What follows belongs to an exercise in optimizing a design on an open flow for small area; a production flow would make more cautious choices.
In this exercise RTL edits were held to simulation tests only and were not proved equivalent to the original.
The clock port is modelled as an ideal driver; clocking choices that lean on that would not hold on a real chip.
Power and IR drop assume default switching activity.

==> flow/design.v (outline; a module is shown in full before it is edited, if it fits) <==
// module flagteller: 1773 lines
module flagteller(uart, clk_12, rst, uart2);
  // ...
==> flow/flow/run.sh <==
#!/bin/bash
# Standard layout, except that clock tree synthesis inserts no dummy loads.
set -euo pipefail
export CTS_ARGS="-sink_clustering_enable -repair_clock_nets -dont_use_dummy_load -sink_clustering_size 50 -sink_clustering_max_diameter 300 -sink_clustering_levels 1 -buf_list sky130_fd_sc_hd__clkbuf_8"
bash standard.sh > standard.log 2>&1
==> flow/standard.sh <==
#!/bin/bash
# synth_recipe.tcl (not shown) runs the flow's synth.tcl, then flattens the netlist and writes it again
# the make line also repeats each setting of config.mk as NAME=value (left out here)
make -C /OpenROAD-flow-scripts/flow DESIGN_CONFIG=/design/flow/config.mk WORK_HOME=/design/flow/orfs CLKGATE_MAP_FILE= SYNTH_SCRIPT=/design/flow/synth_recipe.tcl "${@:-finish}"
==> flow/config.mk <==
export PLATFORM = sky130hd
export DESIGN_NAME = flagteller
export DESIGN_NICKNAME = flagteller
export VERILOG_FILES = /design/flow/design.v
export SDC_FILE = /design/flow/constraint.sdc
export NUM_CORES = 4
export LEC_CHECK = 0
export CAP_MARGIN = 20
export CORE_MARGIN = 2
export CORE_UTILIZATION = 60
export CTS_BUF_LIST = sky130_fd_sc_hd__clkbuf_8
export CTS_CLUSTER_DIAMETER = 60
export CTS_CLUSTER_SIZE = 20
export PLACE_DENSITY = 0.7
export SLEW_MARGIN = 20
==> flow/constraint.sdc <==
create_clock -name core_clock -period 5.0 [get_ports {clk_12}]
set_input_delay 1.0000 -clock core_clock [delete_from_list [all_inputs] [get_ports {clk_12}]]
set_output_delay 1.0000 -clock core_clock [all_outputs]
set_load 0.01 [all_outputs]
==> impl_metrics.tcl, run 1 <==
set metrics [dict create \
    status "finished clean" \
    crit_buf_inv 1 \
    die_y_microns 107 \
    nFlopsAndLatches 110 \
    top_power_group "registers" \
    synth_fa_ha_area_share_pct 5.93 \
    synth_cell_types 71 \
    grt_max_degree 65 \
    hpwl_microns 9380 \
    synth_area_leaders "edfxtp_1, dfxtp_1, ha_1, xnor2_1, a21oi_1" \
    routed.top_layer "met4" \
    num_antenna_cells 0 \
    met2_length_microns 6100 \
    regMostFlops "R" \
    peakVddDrop_mv 0.254 \
    grt_pass1_vias 4456 \
    period_minus_slack_ps 3230 \
    rrSetupSlack_ps 1770 \
    routed_via_density 6.30 \
    portBuffers 3 \
    holdPathEnd "R[33]$_DFFE_PP_" \
    p_leak_nw 2.30 \
    hold_class "reg -> reg" \
    intPower_mw 1.57 \
    core_area_sq_mm 0.0103 \
    grt_pass1_wl_microns 22100 \
    synth-seq-cells 110 \
    gp_congestion 0.957 \
    crit_type "reg -> reg" \
    maxCapViolCount 0 \
]
==> inputs of run 2 (changes only) <==
==> flow/flow/run.sh (replaced) <==
#!/bin/bash
# Standard layout, except that clock tree synthesis inserts no dummy loads.
set -euo pipefail
export CTS_ARGS="-repair_clock_nets -dont_use_dummy_load -buf_list sky130_fd_sc_hd__clkbuf_8"
bash standard.sh > standard.log 2>&1
==> impl_metrics.tcl, run 2 <==
set metrics [dict create \
    status "finished clean" \
    track_usage_pct 24.7 \
    io_pins 4 \
    final_cell_mix "edfxtp_1, nor2_1, nand2_1, a21oi_1, xnor2_1" \
    synthXorXnorAreaFrac_pct 8.30 \
    skew_ps 33.6 \
    p_leak_nw 2.30 \
    post-route-util_pct 63.3 \
    synthFlopType "edfxtp_1" \
    numCtsBuffers 9 \
    finalHoldViolations 0 \
    die_y_microns 107 \
    pwr-share-comb_pct 17.4 \
    startpoint_type "flop" \
    die_area_sq_mm 0.0114 \
    yosysTopAreaCell "edfxtp_1" \
    holdPathStages 0 \
    die_w_microns 107 \
    portBuffers 3 \
    num_rows 37 \
    period_minus_slack_ps 3230 \
    start_util_pct 61.6 \
    setup_viol 0 \
    grt_overflow_total 0 \
    synthArstFlopShare_pct 0 \
    gp_congestion 0.957 \
    synth_area_sq_mm 0.00633 \
    hold_class "reg -> reg" \
    regMostFlops "R" \
    routed_via_density 6.30 \
    drt_iter0_markers 408 \
    synth_cells 623 \
    yosys.area_share.simple_pct 17.6 \
    arrival_ps 3470 \
    power_switching_mw 0.652 \
    r2r-end "txd$_DFF_P_" \
    grt_max_degree 65 \
    synth_edf_count 79 \
    min_from "R[34]$_DFFE_PP_" \
    root_buffer "clkbuf_8" \
    rsz0062_at_grt "no" \
    r2r_cells 9 \
    clockBufferDepth 2 \
    drtAntennaViolNets 0 \
    rrSetupSlack_ps 1770 \
    peakVddDrop_mv 0.254 \
    clk-insertion-delay-late_ps 400 \
    synth-compound-area-share_pct 14.4 \
    slew_headroom_pct 43.6 \
    area_growth_pct 2.73 \
    layout.nets 641 \
    avgSynthCellArea_sq_um 10.2 \
    worstMarginPinSlew_ps 846 \
    cts_tree "built" \
    maxCapViolCount 0 \
    core_area_sq_mm 0.0103 \
    routedWlPerCell_microns 18.0 \
    synth_top_area_share_pct 37.5 \
    hold_ws_ps 435 \
    path_clk_slew_ps 110 \
    antenna_found_initial 0 \
    yosysMostFrequentCell "edfxtp_1" \
    holdPathEnd "R[33]$_DFFE_PP_" \
    yosysSeqAreaShare_pct 47.3 \
    post_dp_cell_area_sq_mm 0.00638 \
    post-place-ws_ps 1530 \
    num_antenna_cells 0 \
    firstDrtPassIters 6 \
    clkPwrFrac_pct 19.3 \
    crit_type "reg -> reg" \
    max_freq_ghz 0.310 \
    via_count 4671 \
    r2r_start "ts[1]$_SDFFE_PP0P_" \
    postCtsSetupRepairBufs 0 \
    muxShareOfSynthArea_pct 1.92 \
    layout_setup_ws_ps 1770 \
    synth_nets 656 \
    final_common_cell "edfxtp_1" \
    intPower_mw 1.57 \
    power_density_mw_per_mm2 341 \
    slew_violations 0 \
    wl_microns 13400 \
    holdBufCountCts 0 \
    design_area_sq_mm 0.00650 \
    crit_required_ps 5240 \
    synth_commonest_cells "edfxtp_1, nor2_1, nand2_1" \
    pwr-share-seq_pct 63.3 \
    final_layout_size_suffix_gt1_share_pct 5.12 \
    largest_reg_flops 64 \
    synth-seq-cells 110 \
    swShare_pct 29.4 \
    grt_pass1_wl_microns 22100 \
    fin_crit_sh_pct 64.6 \
    clock_sinks 110 \
    crit_fanout 21 \
    drc 0 \
    endpoint_kind "flop" \
    hpwl_microns 9380 \
    cts_resized 0 \
    fin_setup_tns_ps 0 \
    synth_cell_types 71 \
    synth_top_family_by_area "simple AND/OR/NAND/NOR gates" \
    yosysWarnings 1 \
    synth_area_leaders "edfxtp_1, dfxtp_1, ha_1, xnor2_1, a21oi_1" \
    synth_fa_ha_area_share_pct 5.93 \
    htreeDepth 3 \
    grt_pass1_vias 4456 \
]
[run 2: cell counts in the layout (fill, tap and decap cells not counted)]
No cell type changed its count.
[run 2: cell families after synthesis]
logic type               count (synthesis)
adder cells (fa/ha/maj)                 30
flip-flops                             110
multiplexers                            12
XOR/XNOR                                60
AO/OA/AOI/OAI                          138
AND/OR/NAND/NOR                        212
buffers and inverters                   61
[run 2: how the worst max path moves through the flow]
| stage | depth (start not counted) | slack, ps | end | from |
|---|---|---|---|---|
| 2_1_floorplan | 6 | 420 | R[0]$_DFFE_PP_ | st[1]$_SDFFE_PP0P_ |
| 3_3_place_gp | 7 | 1610 | R[30]$_DFFE_PP_ | uart |
| 3_5_place_dp | 7 | 1530 | R[30]$_DFFE_PP_ | uart |
| 4_1_cts | 12 | 1770 | na[3]$_DFFE_PP_ | cc[1]$_SDFFE_PP0P_ |
| 5_1_grt | 12 | 1510 | na[0]$_DFFE_PP_ | cc[1]$_SDFFE_PP0P_ |
| 6_report | 9 | 1770 | txd$_DFF_P_ | ts[1]$_SDFFE_PP0P_ |
[run 2: final cells by class]
cell class | count | area [sq um]
Clock buffer | 9 | 124
Fill cell | 862 | 3770
Inverter | 28 | 105
Multi-Input combinational cell | 452 | 3050
Sequential cell | 110 | 2990
Tap cell | 136 | 170
Timing Repair Buffer | 7 | 60.1
[run 2: metrics by stage]
step                      cells  total power, mW
after global placement      733             1.79
after CTS                   742             2.24
after floorplan             623             1.70
after detailed placement    733             1.81
final                       742             2.22
after global routing        742             2.34
[run 2: per-layer routing]
| layer | vias to the layer above | GRT usage (%) | part of all wire, % |
|---|---|---|---|
| met3 | 35 | 5.84 | 8.2 |
| met4 | 0 | 8.16 | 2.3 |
| met1 | 2215 | 35.0 | 44 |
| met5 | - | 0 | 0 |
| met2 | 189 | 37.5 | 46 |
| li1 | 2232 | - | - |
[run 2: power by group through the flow]
stage | clock network, mW | logic [mW] | registers [mW]
after detailed placement | 0 | 0.388 | 1.42
after global routing | 0.468 | 0.446 | 1.43
after CTS | 0.443 | 0.389 | 1.40
after floorplan | 0 | 0.332 | 1.37
final | 0.427 | 0.386 | 1.40
after global placement | 0 | 0.370 | 1.42
[run 2: worst max-delay path: stages (launching register included)]
cell	delay [ps]
dfxtp_1	850
inv_1	350
ha_1	330
a21oi_1	200
o211ai_2	140
a211oi_2	370
nor4_1	110
or4_1	490
o22ai_1	160
a22oi_1	100
==> inputs of run 3 (changes only) <==
==> flow/flow/run.sh (replaced) <==
#!/bin/bash
# Standard layout, except that clock tree synthesis inserts no dummy loads.
set -euo pipefail
export CTS_ARGS="-sink_clustering_enable -repair_clock_nets -dont_use_dummy_load -sink_clustering_size 20 -sink_clustering_max_diameter 60 -buf_list sky130_fd_sc_hd__clkbuf_8"
export PRE_CTS_TCL="$(pwd)/flow/pre_cts.tcl"
bash standard.sh > standard.log 2>&1
==> flow/flow/pre_cts.tcl (new file) <==
configure_cts_characterization -max_cap 0.15
==> impl_metrics.tcl, run 3 <==
set metrics [dict create \
    status "finished clean" \
    path_clk_slew_ps 110 \
    gp_congestion 0.957 \
    wl_microns 13400 \
    startpoint_type "flop" \
    r2r_start "ts[1]$_SDFFE_PP0P_" \
    slew_violations 0 \
    synth_cell_types 71 \
    cts_resized 0 \
    synth_top_area_share_pct 37.5 \
    routedWlPerCell_microns 18.0 \
    min_from "R[34]$_DFFE_PP_" \
    arrival_ps 3470 \
    synth_cells 623 \
    regMostFlops "R" \
    yosysTopAreaCell "edfxtp_1" \
    hold_ws_ps 435 \
    synthFlopType "edfxtp_1" \
    synth_commonest_cells "edfxtp_1, nor2_1, nand2_1" \
    holdBufCountCts 0 \
    portBuffers 3 \
    core_area_sq_mm 0.0103 \
    period_minus_slack_ps 3230 \
    post-route-util_pct 63.3 \
    grt_pass1_vias 4456 \
    fin_crit_sh_pct 64.6 \
    synth_edf_count 79 \
    rsz0062_at_grt "no" \
    crit_required_ps 5240 \
    fin_setup_tns_ps 0 \
    clock_sinks 110 \
    die_y_microns 107 \
    finalPower_mw 2.22 \
    grt_overflow_total 0 \
    area_growth_pct 2.73 \
    crit_type "reg -> reg" \
    hold_class "reg -> reg" \
    final_cell_mix "edfxtp_1, nor2_1, nand2_1, a21oi_1, xnor2_1" \
    yosysSeqAreaShare_pct 47.3 \
    slew_headroom_pct 43.6 \
    synth_area_leaders "edfxtp_1, dfxtp_1, ha_1, xnor2_1, a21oi_1" \
    largest_reg_flops 64 \
    synth_nets 656 \
    synth_area_sq_mm 0.00633 \
    routed_via_density 6.30 \
    peakVddDrop_mv 0.254 \
    grt_max_degree 65 \
    yosysWarnings 1 \
    layout.nets 641 \
    hpwl_microns 9380 \
    rrSetupSlack_ps 1770 \
    fill_cells 862 \
    synth-seq-cells 110 \
    final_cells 742 \
    clk-insertion-delay-late_ps 400 \
    drt_iter0_markers 408 \
    p_leak_nw 2.30 \
    firstDrtPassIters 6 \
    crit_fanout 21 \
    yosysMostFrequentCell "edfxtp_1" \
    cts_tree "built" \
    r2r_cells 9 \
    numCtsBuffers 9 \
    drtAntennaViolNets 0 \
    antenna_found_initial 0 \
    synthArstFlopShare_pct 0 \
    final_common_cell "edfxtp_1" \
    die_w_microns 107 \
    setup_viol 0 \
    io_pins 4 \
    power_density_mw_per_mm2 341 \
    drc 0 \
    dp.cells 733 \
    num_antenna_cells 0 \
    maxCapViolCount 0 \
    max_freq_ghz 0.310 \
    holdPathStages 0 \
    r2r-end "txd$_DFF_P_" \
    die_area_sq_mm 0.0114 \
    postCtsSetupRepairBufs 0 \
    final_layout_size_suffix_gt1_share_pct 5.12 \
    grt_pass1_wl_microns 22100 \
    num_rows 37 \
    holdPathEnd "R[33]$_DFFE_PP_" \
    via_count 4671 \
    avgSynthCellArea_sq_um 10.2 \
    skew_ps 33.6 \
    start_util_pct 61.6 \
    endpoint_kind "flop" \
    track_usage_pct 24.7 \
    worstMarginPinSlew_ps 846 \
    finalHoldViolations 0 \
]
==> run 3: how the worst max path moves through the flow <==
stage / startpoint / end / cells after the start
after CTS: cc[1]$_SDFFE_PP0P_ / na[3]$_DFFE_PP_ / 12
after global routing: cc[1]$_SDFFE_PP0P_ / na[0]$_DFFE_PP_ / 12
after floorplan: st[1]$_SDFFE_PP0P_ / R[0]$_DFFE_PP_ / 6
after detailed placement: uart / R[30]$_DFFE_PP_ / 7
final: ts[1]$_SDFFE_PP0P_ / txd$_DFF_P_ / 9
after global placement: uart / R[30]$_DFFE_PP_ / 7
==> run 3: area by class of cell <==
type | instances | area (sq um) | area share (%)
Sequential cell | 110 | 2990 | 46.0
Timing Repair Buffer | 7 | 60.1 | 0.924
Tap cell | 136 | 170 | 2.62
Multi-Input combinational cell | 452 | 3050 | 46.9
Inverter | 28 | 105 | 1.62
Clock buffer | 9 | 124 | 1.90
==> run 3: routing by layer <==
| metal | global-route usage (%) | part of all wire, % |
|---|---|---|
| met3 | 5.84 | 8.2 |
| met5 | 0 | 0 |
| met2 | 37.5 | 46 |
| met1 | 35.0 | 44 |
| met4 | 8.16 | 2.3 |
==> run 3: worst max-delay path, stage by stage (launching register included) <==
cell	delay, ps
dfxtp_1	850
inv_1	350
ha_1	330
a21oi_1	200
o211ai_2	140
a211oi_2	370
nor4_1	110
or4_1	490
o22ai_1	160
a22oi_1	100
==> run 3: stage by stage <==
step	instance area [sq um]	worst slack (ps)
after floorplan	6330	422
after global placement	6380	1610
after detailed placement	6380	1530
after CTS	6500	1770
after global routing	6500	1510
final	6500	1770
==> run 3: cells by family after synthesis <==
group / synth area share, %
fa+ha+maj: 5.93
xor+xnor: 8.30
flops: 47.3
buf+inv: 4.57
simple gates: 17.6
compound gates: 14.4
mux: 1.92
==> run 3: report_power, final <==
part	switching, mW	internal (mW)
logic	0.225	0.161
registers	0.162	1.24
clock network	0.265	0.162
==> inputs of run 4 (changes only) <==
==> flow/flow/pre_cts.tcl (replaced) <==
configure_cts_characterization -max_slew 0.2
==> impl_metrics.tcl, run 4 <==
set metrics [dict create \
    track_usage_pct 24.7 \
    muxShareOfSynthArea_pct 1.92 \
    drtAntennaViolNets 0 \
    num_antenna_cells 0 \
    yosysMostFrequentCell "edfxtp_1" \
    synth_commonest_cells "edfxtp_1, nor2_1, nand2_1" \
    final_cells 742 \
    crit_fanout 21 \
    area_growth_pct 2.73 \
    numCtsBuffers 9 \
    crit_required_ps 5240 \
    synth_edf_count 79 \
    synth_top_family_by_area "simple AND/OR/NAND/NOR gates" \
    synth_area_sq_mm 0.00633 \
    rsz0062_at_grt "no" \
    synth_cell_types 71 \
    regMostFlops "R" \
    cts_tree "built" \
    dp.cells 733 \
    synth_cells 623 \
    layout.nets 641 \
    endpoint_kind "flop" \
    finalHoldViolations 0 \
    grt_pass1_wl_microns 22100 \
    synthXorXnorAreaFrac_pct 8.30 \
    die_area_sq_mm 0.0114 \
    hold_ws_ps 435 \
    regArea_sq_mm 0.00299 \
    synthFlopType "edfxtp_1" \
    synth-compound-area-share_pct 14.4 \
    gp_congestion 0.957 \
    post-route-util_pct 63.3 \
    grt_pass1_vias 4456 \
    yosysSeqAreaShare_pct 47.3 \
    fin_setup_tns_ps 0 \
    synth_top_area_share_pct 37.5 \
    num_rows 37 \
    synth_area_leaders "edfxtp_1, dfxtp_1, ha_1, xnor2_1, a21oi_1" \
    maxCapViolCount 0 \
    die_y_microns 107 \
    peakVddDrop_mv 0.254 \
    yosysTopAreaCell "edfxtp_1" \
    via_count 4671 \
    p_leak_nw 2.30 \
    holdBufCountCts 0 \
    clk-insertion-delay-late_ps 400 \
    hpwl_microns 9380 \
    routedWlPerCell_microns 18.0 \
    skew_ps 33.6 \
    path_clk_slew_ps 110 \
    cts_resized 0 \
    wl_microns 13400 \
    io_pins 4 \
    power_density_mw_per_mm2 341 \
    postCtsSetupRepairBufs 0 \
    antenna_found_initial 0 \
    setup_viol 0 \
    startpoint_type "flop" \
    multi_input_area_sq_mm 0.00305 \
    routed_via_density 6.30 \
    slew_headroom_pct 43.6 \
    start_util_pct 61.6 \
    max_freq_ghz 0.310 \
    fill_cells 862 \
    period_minus_slack_ps 3230 \
    synth_nets 656 \
    portBuffers 3 \
    yosysWarnings 1 \
    crit_type "reg -> reg" \
    drt_iter0_markers 408 \
    grt_max_degree 65 \
    die_w_microns 107 \
    slew_violations 0 \
    synth-seq-cells 110 \
    clock_sinks 110 \
    hold_class "reg -> reg" \
    final_cell_mix "edfxtp_1, nor2_1, nand2_1, a21oi_1, xnor2_1" \
    yosys.area_share.simple_pct 17.6 \
    final_layout_size_suffix_gt1_share_pct 5.12 \
    synth_fa_ha_area_share_pct 5.93 \
    finalPower_mw 2.22 \
    firstDrtPassIters 6 \
    fin_crit_sh_pct 64.6 \
    drc 0 \
    grt_overflow_total 0 \
    core_area_sq_mm 0.0103 \
    largest_reg_flops 64 \
    avgSynthCellArea_sq_um 10.2 \
    final_common_cell "edfxtp_1" \
    worstMarginPinSlew_ps 846 \
    status "finished clean" \
    arrival_ps 3470 \
    synthArstFlopShare_pct 0 \
]
## run 4: cell counts in the layout (fill, tap and decap cells not counted)
No cell type changed its count.
## run 4: path summary, 6_finish.rpt
kind                            from               to  slack (ps)  cells after the start
setup / recovery  ts[1]$_SDFFE_PP0P_      txd$_DFF_P_        1770                      9
hold / removal       R[34]$_DFFE_PP_  R[33]$_DFFE_PP_         430                      0
setup reg to reg  ts[1]$_SDFFE_PP0P_      txd$_DFF_P_        1770                      9
hold reg to reg      R[34]$_DFFE_PP_  R[33]$_DFFE_PP_         430                      0
## run 4: final cells by class
type                    instances  area share, %
repair buffers                  7          0.924
clock buffers                   9           1.90
multi-input cells             452           46.9
flip-flops and latches        110           46.0
well taps                     136           2.62
inverters                      28           1.62
## run 4: per-layer routing
metal / vias up / track usage [%] / wire length (microns)
met2: 189 / 37.5 / 6100
met1: 2215 / 35.0 / 5880
met3: 35 / 5.84 / 1090
li1: 2232 / - / -
met4: 0 / 8.16 / 303
met5: - / 0 / 0
## run 4: kinds of logic after synthesis
family	after synthesis
compound gates	138
xor+xnor	60
fa+ha+maj	30
buf+inv	61
flops	110
mux	12
simple gates	212
## run 4: report_power, final
part / switching [mW] / total (mW) / internal [mW]
clock: 0.265 / 0.427 / 0.162
sequential: 0.162 / 1.40 / 1.24
combinational: 0.225 / 0.386 / 0.161
## run 4: metrics by stage
stage	worst slack (ps)	area, sq um
5_1_grt	1510	6500
6_report	1770	6500
3_3_place_gp	1610	6380
4_1_cts	1770	6500
3_5_place_dp	1530	6380
2_1_floorplan	422	6330
## run 4: critical path, stage by stage, from the launching register on
cell	delay [ps]
dfxtp_1	850
inv_1	350
ha_1	330
a21oi_1	200
o211ai_2	140
a211oi_2	370
nor4_1	110
or4_1	490
o22ai_1	160
a22oi_1	100
==> inputs of run 5 (changes only) <==
==> flow/flow/run.sh (replaced) <==
#!/bin/bash
# Standard layout, except that clock tree synthesis inserts no dummy loads.
set -euo pipefail
export CTS_ARGS="-sink_clustering_enable -repair_clock_nets -dont_use_dummy_load -sink_clustering_size 20 -sink_clustering_max_diameter 60 -buf_list sky130_fd_sc_hd__clkbuf_8"
export RECOVER_POWER=100
bash standard.sh > standard.log 2>&1
removed: flow/flow/pre_cts.tcl
==> impl_metrics.tcl, run 5 <==
set metrics [dict create \
    status "failed layout checks" \
    check.faults "capacitance limit, slew limit" \
    num_antenna_cells 0 \
    setup_viol 0 \
    synth_cells 623 \
    crit_required_ps 5290 \
    largest_reg_flops 64 \
    htreeDepth 3 \
    crit_type "reg -> reg" \
    postCtsSetupRepairBufs 0 \
    dp.cells 733 \
    final_common_cell "edfxtp_1" \
    final_layout_size_suffix_gt1_share_pct 4.62 \
    cts_resized 0 \
    synthArstFlopShare_pct 0 \
    max_freq_ghz 0.269 \
    grt_pass1_vias 4456 \
    portBuffers 3 \
    synth_top_area_share_pct 37.5 \
    routed_via_density 6.27 \
    p_leak_nw 2.30 \
    fin_crit_sh_pct 74.3 \
    holdBufCountCts 0 \
    synth_area_leaders "edfxtp_1, dfxtp_1, ha_1, xnor2_1, a21oi_1" \
    antenna_found_initial 0 \
    layout.nets 641 \
    via_count 4651 \
    slew_headroom_pct -3.88 \
    wl_met3_microns 1070 \
    hpwl_microns 9380 \
    layout_setup_ws_ps 1280 \
    fin_setup_tns_ps 0 \
    track_usage_pct 24.7 \
    regMostFlops "R" \
    firstDrtPassIters 7 \
    yosys.area_share.simple_pct 17.6 \
    path_clk_slew_ps 110 \
    routed.top_layer "met4" \
    met2_length_microns 6020 \
    arrival_ps 4010 \
    avgSynthCellArea_sq_um 10.2 \
    synth-seq-cells 110 \
    maxCapViolCount 1 \
    clockBufferDepth 2 \
    post-place-ws_ps 1530 \
    synth_nets 656 \
    grt_overflow_total 0 \
    yosysMostFrequentCell "edfxtp_1" \
    yosysWarnings 1 \
    synth_cell_types 71 \
    crit_fanout 11 \
    synth_area_sq_mm 0.00633 \
    slew_violations 65 \
    synth_commonest_cells "edfxtp_1, nor2_1, nand2_1" \
    drtAntennaViolNets 0 \
    cts_tree "built" \
    period_minus_slack_ps 3720 \
    synth_top_family_by_area "simple AND/OR/NAND/NOR gates" \
    io_pins 4 \
    synth_edf_count 79 \
    drt_iter0_markers 420 \
    worstMarginPinSlew_ps 1560 \
    start_util_pct 61.6 \
    skew_ps 31.0 \
    yosysTopAreaCell "edfxtp_1" \
    synth-compound-area-share_pct 14.4 \
    clock_sinks 110 \
    finalHoldViolations 0 \
    die_y_microns 107 \
    core_area_sq_mm 0.0103 \
    startpoint_type "flop" \
    yosysSeqAreaShare_pct 47.3 \
    drc 0 \
    grt_pass1_wl_microns 22100 \
    wl_microns 13400 \
    num_rows 37 \
    synthFlopType "edfxtp_1" \
    synthXorXnorAreaFrac_pct 8.30 \
    final_cells 742 \
    routedWlPerCell_microns 18.0 \
    power_density_mw_per_mm2 343 \
    fill_cells 867 \
    grt_max_degree 65 \
    peakVddDrop_mv 0.254 \
    synth_fa_ha_area_share_pct 5.93 \
    die_area_sq_mm 0.0114 \
    clk-insertion-delay-late_ps 400 \
    muxShareOfSynthArea_pct 1.92 \
    numCtsBuffers 9 \
    endpoint_kind "flop" \
    die_w_microns 107 \
    final_cell_mix "edfxtp_1, nor2_1, nand2_1, a21oi_1, xnor2_1" \
    root_buffer "clkbuf_8" \
    area_growth_pct 2.47 \
    rsz0062_at_grt "no" \
    wl_met1_microns 5950 \
    gp_congestion 0.957 \
    hold_class "reg -> reg" \
]
-- run 5: area by class of cell --
class	count	area (sq um)	area share, %
multi-input cells	452	3040	46.8
flip-flops and latches	110	2990	46.1
well taps	136	170	2.62
clock buffers	9	124	1.91
inverters	28	105	1.62
repair buffers	7	57.6	0.887
-- run 5: through the flow --
| step | hold WS [ps] | util [%] | power [mW] | instance area (sq um) |
|---|---|---|---|---|
| after global routing | 445 | 63.1 | 2.34 | 6490 |
| after global placement | 433 | 62.1 | 1.79 | 6380 |
| final | 440 | 63.1 | 2.22 | 6490 |
| after detailed placement | 437 | 62.1 | 1.81 | 6380 |
| after floorplan | 412 | - | 1.70 | 6330 |
| after CTS | 444 | 63.3 | 2.24 | 6500 |
-- run 5: critical path, stage by stage (launching register included) --
cell and delay (ps):
edfxtp_1 440, nor4_1 510, nand4_1 210, nor4_1 810, mux2i_1 150, o21ai_0 1000
o221ai_1 300, o211ai_1 170
-- run 5: worst paths after layout --
kind | from | to | slack (ps) | cells after the start
max | R[30]$_DFFE_PP_ | bt[0]$_SDFFE_PP1P_ | 1280 | 7
min | R[34]$_DFFE_PP_ | R[33]$_DFFE_PP_ | 440 | 0
min reg2reg | R[34]$_DFFE_PP_ | R[33]$_DFFE_PP_ | 440 | 0
max reg2reg | R[30]$_DFFE_PP_ | bt[0]$_SDFFE_PP1P_ | 1280 | 7
-- run 5: cells by family after synthesis --
group | Yosys count
AND/OR/NAND/NOR | 212
AO/OA/AOI/OAI | 138
adder cells (fa/ha/maj) | 30
buffers and inverters | 61
flip-flops | 110
XOR/XNOR | 60
multiplexers | 12
-- run 5: report_power, final --
part / internal [mW] / switching (mW) / leakage [nW]
logic: 0.159 / 0.225 / 1.25
clock network: 0.162 / 0.267 / 0.0647
registers: 1.25 / 0.162 / 0.978
-- run 5: layer usage --
layer	vias to the layer above	GRT usage, %
met5	-	0
met4	0	8.16
met2	179	37.5
met3	31	5.84
li1	2236	-
met1	2205	35.0
==> inputs of run 6 (changes only) <==
==> flow/flow/run.sh (replaced) <==
#!/bin/bash
# Standard layout, except that clock tree synthesis inserts no dummy loads.
set -euo pipefail
export CTS_ARGS="-sink_clustering_enable -repair_clock_nets -dont_use_dummy_load -sink_clustering_size 20 -sink_clustering_max_diameter 60 -buf_list sky130_fd_sc_hd__clkbuf_8"
bash standard.sh > standard.log 2>&1
--- a/flow/config.mk
+++ b/flow/config.mk
@@ -6,4 +6,5 @@
 export NUM_CORES = 4
 export LEC_CHECK = 0
+export ABC_AREA = 1
 export CAP_MARGIN = 20
 export CORE_MARGIN = 2
==> impl_metrics.tcl, run 6 <==
set metrics [dict create \
    status "finished clean" \
    crit_fanout 9 \
    synth_area_leaders "edfxtp_1, dfxtp_1, nand2_1, ha_1, xnor2_1" \
    clk-insertion-delay-late_ps 380 \
    root_buffer "clkbuf_8" \
    regMostFlops "R" \
    final_layout_size_suffix_gt1_share_pct 6.84 \
    synth_nets 724 \
    via_count 4875 \
    wl_met1_microns 6350 \
    yosysMostFrequentCell "nand2_1" \
    regArea_sq_mm 0.00299 \
    crit_end "na[1]$_DFFE_PP_" \
    routed_via_density 5.92 \
    fin_setup_tns_ps 0 \
    drt_iter0_markers 344 \
    cts_tree "built" \
    yosysTopAreaCell "edfxtp_1" \
    synth_cell_types 49 \
    hpwl_microns 10600 \
    startpoint "cc[1]$_SDFFE_PP0P_" \
    skew_ps 27.3 \
    maxCapViolCount 0 \
    yosysSeqAreaShare_pct 47.8 \
    fill_cells 888 \
    path_clk_slew_ps 80 \
    slew_headroom_pct 38.9 \
    crit_required_ps 5000 \
    start_util_pct 61.2 \
    rrSetupSlack_ps 1890 \
    peakVddDrop_mv 0.297 \
    grt_pass1_wl_microns 23800 \
    met2_length_microns 6790 \
    num_rows 37 \
    final_cell_mix "nand2_1, inv_1, edfxtp_1, nor2_1, o21ai_0" \
    synth_commonest_cells "nand2_1, inv_1, edfxtp_1" \
    drc 0 \
    portBuffers 3 \
    numCtsBuffers 9 \
    synth_edf_count 79 \
    setup_viol 0 \
    arrival_ps 3120 \
    largest_reg_flops 64 \
    htreeDepth 3 \
    num_antenna_cells 0 \
    endpoint_kind "flop" \
    grt_pass1_vias 4827 \
    r2r_cells 12 \
    clock_sinks 110 \
    holdBufCountCts 0 \
    avgSynthCellArea_sq_um 9.06 \
    finalHoldViolations 0 \
    antenna_found_initial 0 \
    grt_overflow_total 0 \
    layout.nets 722 \
    synth-seq-cells 110 \
    r2r_start "cc[1]$_SDFFE_PP0P_" \
    area_growth_pct 4.16 \
    power_density_mw_per_mm2 389 \
    synth_cells 691 \
    r2r-end "na[1]$_DFFE_PP_" \
    grt_max_degree 65 \
    clockBufferDepth 2 \
    startpoint_type "flop" \
    core_area_sq_mm 0.0102 \
    slew_violations 0 \
    track_usage_pct 27.2 \
    die_w_microns 106 \
    worstMarginPinSlew_ps 911 \
    synth_area_sq_mm 0.00626 \
    final_cells 823 \
    wl_met3_microns 831 \
    multi_input_area_sq_mm 0.00282 \
    synthArstFlopShare_pct 0 \
    p_leak_nw 2.60 \
    firstDrtPassIters 5 \
    postCtsSetupRepairBufs 0 \
    wl_microns 14400 \
    final_common_cell "nand2_1" \
    routedWlPerCell_microns 17.5 \
    drtAntennaViolNets 0 \
    dp.cells 814 \
    gp_congestion 0.989 \
    period_minus_slack_ps 3110 \
    rsz0062_at_grt "no" \
    die_area_sq_mm 0.0113 \
    synthFlopType "edfxtp_1" \
    fin_crit_sh_pct 62.3 \
    die_y_microns 106 \
    max_freq_ghz 0.321 \
    synth_top_area_share_pct 37.9 \
    crit_type "reg -> reg" \
    io_pins 4 \
    routed.top_layer "met4" \
    cts_resized 0 \
    yosysWarnings 1 \
    hold_class "reg -> reg" \
]
## run 6: logic make-up after synthesis
group | share of synthesized area [%]
AO/OA/AOI/OAI | 12.0
XOR/XNOR | 7.53
adder cells (fa/ha/maj) | 5.99
buffers and inverters | 7.47
flip-flops | 47.8
AND/OR/NAND/NOR | 19.3
## run 6: final cells by class
cell class                      instances  area share (%)
Sequential cell                       110            45.9
Inverter                               95            5.58
Multi-Input combinational cell        467            43.2
Tap cell                              136            2.61
Timing Repair Buffer                    6           0.806
Clock buffer                            9            1.90
## run 6: how the worst min path moves through the flow
stage | start | endpoint | slack [ps] | cells past startpoint
4_1_cts | dc[0]$_SDFFE_PP1N_ | dc[1]$_SDFFE_PP0N_ | 460 | 2
3_5_place_dp | R[20]$_DFFE_PP_ | R[19]$_DFFE_PP_ | 440 | 0
6_report | R[28]$_DFFE_PP_ | R[27]$_DFFE_PP_ | 460 | 0
5_1_grt | mflag$_DFFE_PP_ | match$_DFFE_PP_ | 470 | 0
2_1_floorplan | mflag$_DFFE_PP_ | match$_DFFE_PP_ | 430 | 0
3_3_place_gp | R[40]$_DFFE_PP_ | R[39]$_DFFE_PP_ | 430 | 0
## run 6: per-layer routing
layer	vias to the layer above	GRT usage [%]
met5	-	0
met4	0	11.6
met3	35	5.52
met1	2306	36.9
li1	2380	-
met2	154	42.8
## run 6: through the flow
step           area (sq um)  hold WS, ps  util, %  worst slack, ps  power, mW
2_1_floorplan          6270          426        -             1020       1.95
3_3_place_gp           6400          431     62.6             1890       2.09
6_report               6520          457     63.8             1890       2.54
5_1_grt                6520          470     63.8             1620       2.68
3_5_place_dp           6400          443     62.6             1810       2.12
4_1_cts                6520          459     63.8             1900       2.55
## run 6: worst max-delay path, cell delays in order (launching register included)
cell and delay [ps]:
dfxtp_1 410, ha_1 260, ha_1 230, ha_1 290
inv_1 50, o21ai_0 200, o32ai_1 110, o21ai_1 100
ha_1 160, nand4_1 140, nand2_1 220, nor2_1 60
a21oi_1 530
## run 6: report_power, final
| group | switching (mW) | internal [mW] |
|---|---|---|
| clock network | 0.266 | 0.162 |
| logic | 0.344 | 0.217 |
| registers | 0.210 | 1.34 |
| total | 0.820 | 1.72 |
==> inputs of run 7 (changes only) <==
--- a/flow/config.mk
+++ b/flow/config.mk
@@ -6,5 +6,4 @@
 export NUM_CORES = 4
 export LEC_CHECK = 0
-export ABC_AREA = 1
 export CAP_MARGIN = 20
 export CORE_MARGIN = 2
==> impl_metrics.tcl, run 7 <==
set metrics [dict create \
    drc 0 \
    final_cells 742 \
    avgSynthCellArea_sq_um 10.2 \
    grt_pass1_wl_microns 22100 \
    cts_tree "built" \
    layout.nets 641 \
    num_antenna_cells 0 \
    synth_nets 656 \
    skew_ps 33.6 \
    synth_cell_types 71 \
    post-route-util_pct 63.3 \
    endpoint_kind "flop" \
    grt_overflow_total 0 \
    design_area_sq_mm 0.00650 \
    numCtsBuffers 9 \
    period_minus_slack_ps 3230 \
    drtAntennaViolNets 0 \
    peakVddDrop_mv 0.254 \
    hpwl_microns 9380 \
    yosysTopAreaCell "edfxtp_1" \
    antenna_found_initial 0 \
    wl_microns 13400 \
    slew_violations 0 \
    r2r_start "ts[1]$_SDFFE_PP0P_" \
    finalHoldViolations 0 \
    setup_viol 0 \
    r2r-end "txd$_DFF_P_" \
    area_growth_pct 2.73 \
    final_layout_size_suffix_gt1_share_pct 5.12 \
    power_density_mw_per_mm2 341 \
    fin_setup_tns_ps 0 \
    max_freq_ghz 0.310 \
    min_from "R[34]$_DFFE_PP_" \
    post_dp_cell_area_sq_mm 0.00638 \
    via_count 4671 \
    crit_fanout 21 \
    maxCapViolCount 0 \
    clock_sinks 110 \
    htreeDepth 3 \
    synth-seq-cells 110 \
    synthFlopType "edfxtp_1" \
    yosysWarnings 1 \
    synth_area_leaders "edfxtp_1, dfxtp_1, ha_1, xnor2_1, a21oi_1" \
    hold_class "reg -> reg" \
    finalPower_mw 2.22 \
    die_area_sq_mm 0.0114 \
    path_clk_slew_ps 110 \
    final_common_cell "edfxtp_1" \
    num_rows 37 \
    grt_max_degree 65 \
    startpoint_type "flop" \
    drt_iter0_markers 408 \
    die_y_microns 107 \
    p_leak_nw 2.30 \
    routedWlPerCell_microns 18.0 \
    holdBufCountCts 0 \
    yosysMostFrequentCell "edfxtp_1" \
    holdPathEnd "R[33]$_DFFE_PP_" \
    postCtsSetupRepairBufs 0 \
    track_usage_pct 24.7 \
    firstDrtPassIters 6 \
    synth_commonest_cells "edfxtp_1, nor2_1, nand2_1" \
    synth_top_area_share_pct 37.5 \
    final_cell_mix "edfxtp_1, nor2_1, nand2_1, a21oi_1, xnor2_1" \
    synth_cells 623 \
    largest_reg_flops 64 \
    core_area_sq_mm 0.0103 \
    clockBufferDepth 2 \
    io_pins 4 \
    gp_congestion 0.957 \
    status "finished clean" \
    portBuffers 3 \
    worstMarginPinSlew_ps 846 \
    start_util_pct 61.6 \
    yosysSeqAreaShare_pct 47.3 \
    r2r_cells 9 \
    grt_pass1_vias 4456 \
    crit_type "reg -> reg" \
    arrival_ps 3470 \
    dp.cells 733 \
    slew_headroom_pct 43.6 \
    synth_area_sq_mm 0.00633 \
    rsz0062_at_grt "no" \
    routed_via_density 6.30 \
    holdPathStages 0 \
    rrSetupSlack_ps 1770 \
    root_buffer "clkbuf_8" \
    cts_resized 0 \
    crit_required_ps 5240 \
    fin_crit_sh_pct 64.6 \
    regMostFlops "R" \
    synth_edf_count 79 \
    synthArstFlopShare_pct 0 \
    die_w_microns 107 \
    clk-insertion-delay-late_ps 400 \
]
==> run 7: layout make-up <==
class / instances / area (sq um)
Fill cell: 862 / 3770
Multi-Input combinational cell: 452 / 3050
Sequential cell: 110 / 2990
Tap cell: 136 / 170
Clock buffer: 9 / 124
Inverter: 28 / 105
Timing Repair Buffer: 7 / 60.1
==> run 7: worst max path at each step <==
| stage | startpoint | cells after the start | endpoint |
|---|---|---|---|
| 6_report | ts[1]$_SDFFE_PP0P_ | 9 | txd$_DFF_P_ |
| 5_1_grt | cc[1]$_SDFFE_PP0P_ | 12 | na[0]$_DFFE_PP_ |
| 4_1_cts | cc[1]$_SDFFE_PP0P_ | 12 | na[3]$_DFFE_PP_ |
| 3_5_place_dp | uart | 7 | R[30]$_DFFE_PP_ |
| 3_3_place_gp | uart | 7 | R[30]$_DFFE_PP_ |
| 2_1_floorplan | st[1]$_SDFFE_PP0P_ | 6 | R[0]$_DFFE_PP_ |
==> run 7: worst max-delay path, stage by stage (launching register included) <==
cell      delay [ps]
dfxtp_1          850
inv_1            350
ha_1             330
a21oi_1          200
o211ai_2         140
a211oi_2         370
nor4_1           110
or4_1            490
o22ai_1          160
a22oi_1          100
==> run 7: kinds of logic (layout without fill, tap and decap cells) <==
group	after synthesis	in the layout	synth area share, %
simple gates	212	212	17.6
compound gates	138	138	14.4
flops	110	110	47.3
buf+inv	61	44	4.57
xor+xnor	60	60	8.30
fa+ha+maj	30	30	5.93
mux	12	12	1.92
==> run 7: report_power, final <==
| group | switching, mW | total [mW] | internal [mW] |
|---|---|---|---|
| combinational | 0.225 | 0.386 | 0.161 |
| sequential | 0.162 | 1.40 | 1.24 |
| clock | 0.265 | 0.427 | 0.162 |
==> run 7: metrics by stage <==
stage / hold WS [ps] / setup WS (ps)
global route: 445 / 1510
finish: 435 / 1770
detailed placement: 437 / 1530
global placement: 433 / 1610
floorplan: 412 / 422
CTS: 444 / 1770
==> run 7: per-layer routing <==
metal,track usage [%],share of wire (%),up-vias
met5,0,0,-
met1,35.0,44,2215
met4,8.16,2.3,0
met3,5.84,8.2,35
li1,-,-,2232
met2,37.5,46,189

## re-timing with driven ports
Ports are ideal in the flow. The routed layouts listed here were re-timed in OpenROAD. Step 1 assumes that a clkbuf_16 drives the clock port and a buf_2 every other input. Step 2, shift: input delay + t, output delay - t, t = (earliest + latest rising clock arrival at the registers) / 2. This alone moves slack from input paths to output paths. Three values: ideal, step 1, step 2; two values: the first two.
run | shift t [ns] | slack for setup (ns) | worst setup path after step 2 | pins driven straight from the clock port
run 1 | 0.413 | 1.771 / 1.771 / 1.554 | input to register | 1
run 2 | 0.413 | 1.771 / 1.771 / 1.554 | input to register | 1
run 3 | 0.413 | 1.771 / 1.771 / 1.554 | input to register | 1
run 4 | 0.413 | 1.771 / 1.771 / 1.554 | input to register | 1
run 5 | 0.414 | 1.284 / 1.284 / 1.284 | register to register | 1
run 6 | 0.401 | 1.885 / 1.885 / 1.840 | input to register | 1
run 7 | 0.413 | 1.771 / 1.771 / 1.554 | input to register | 1
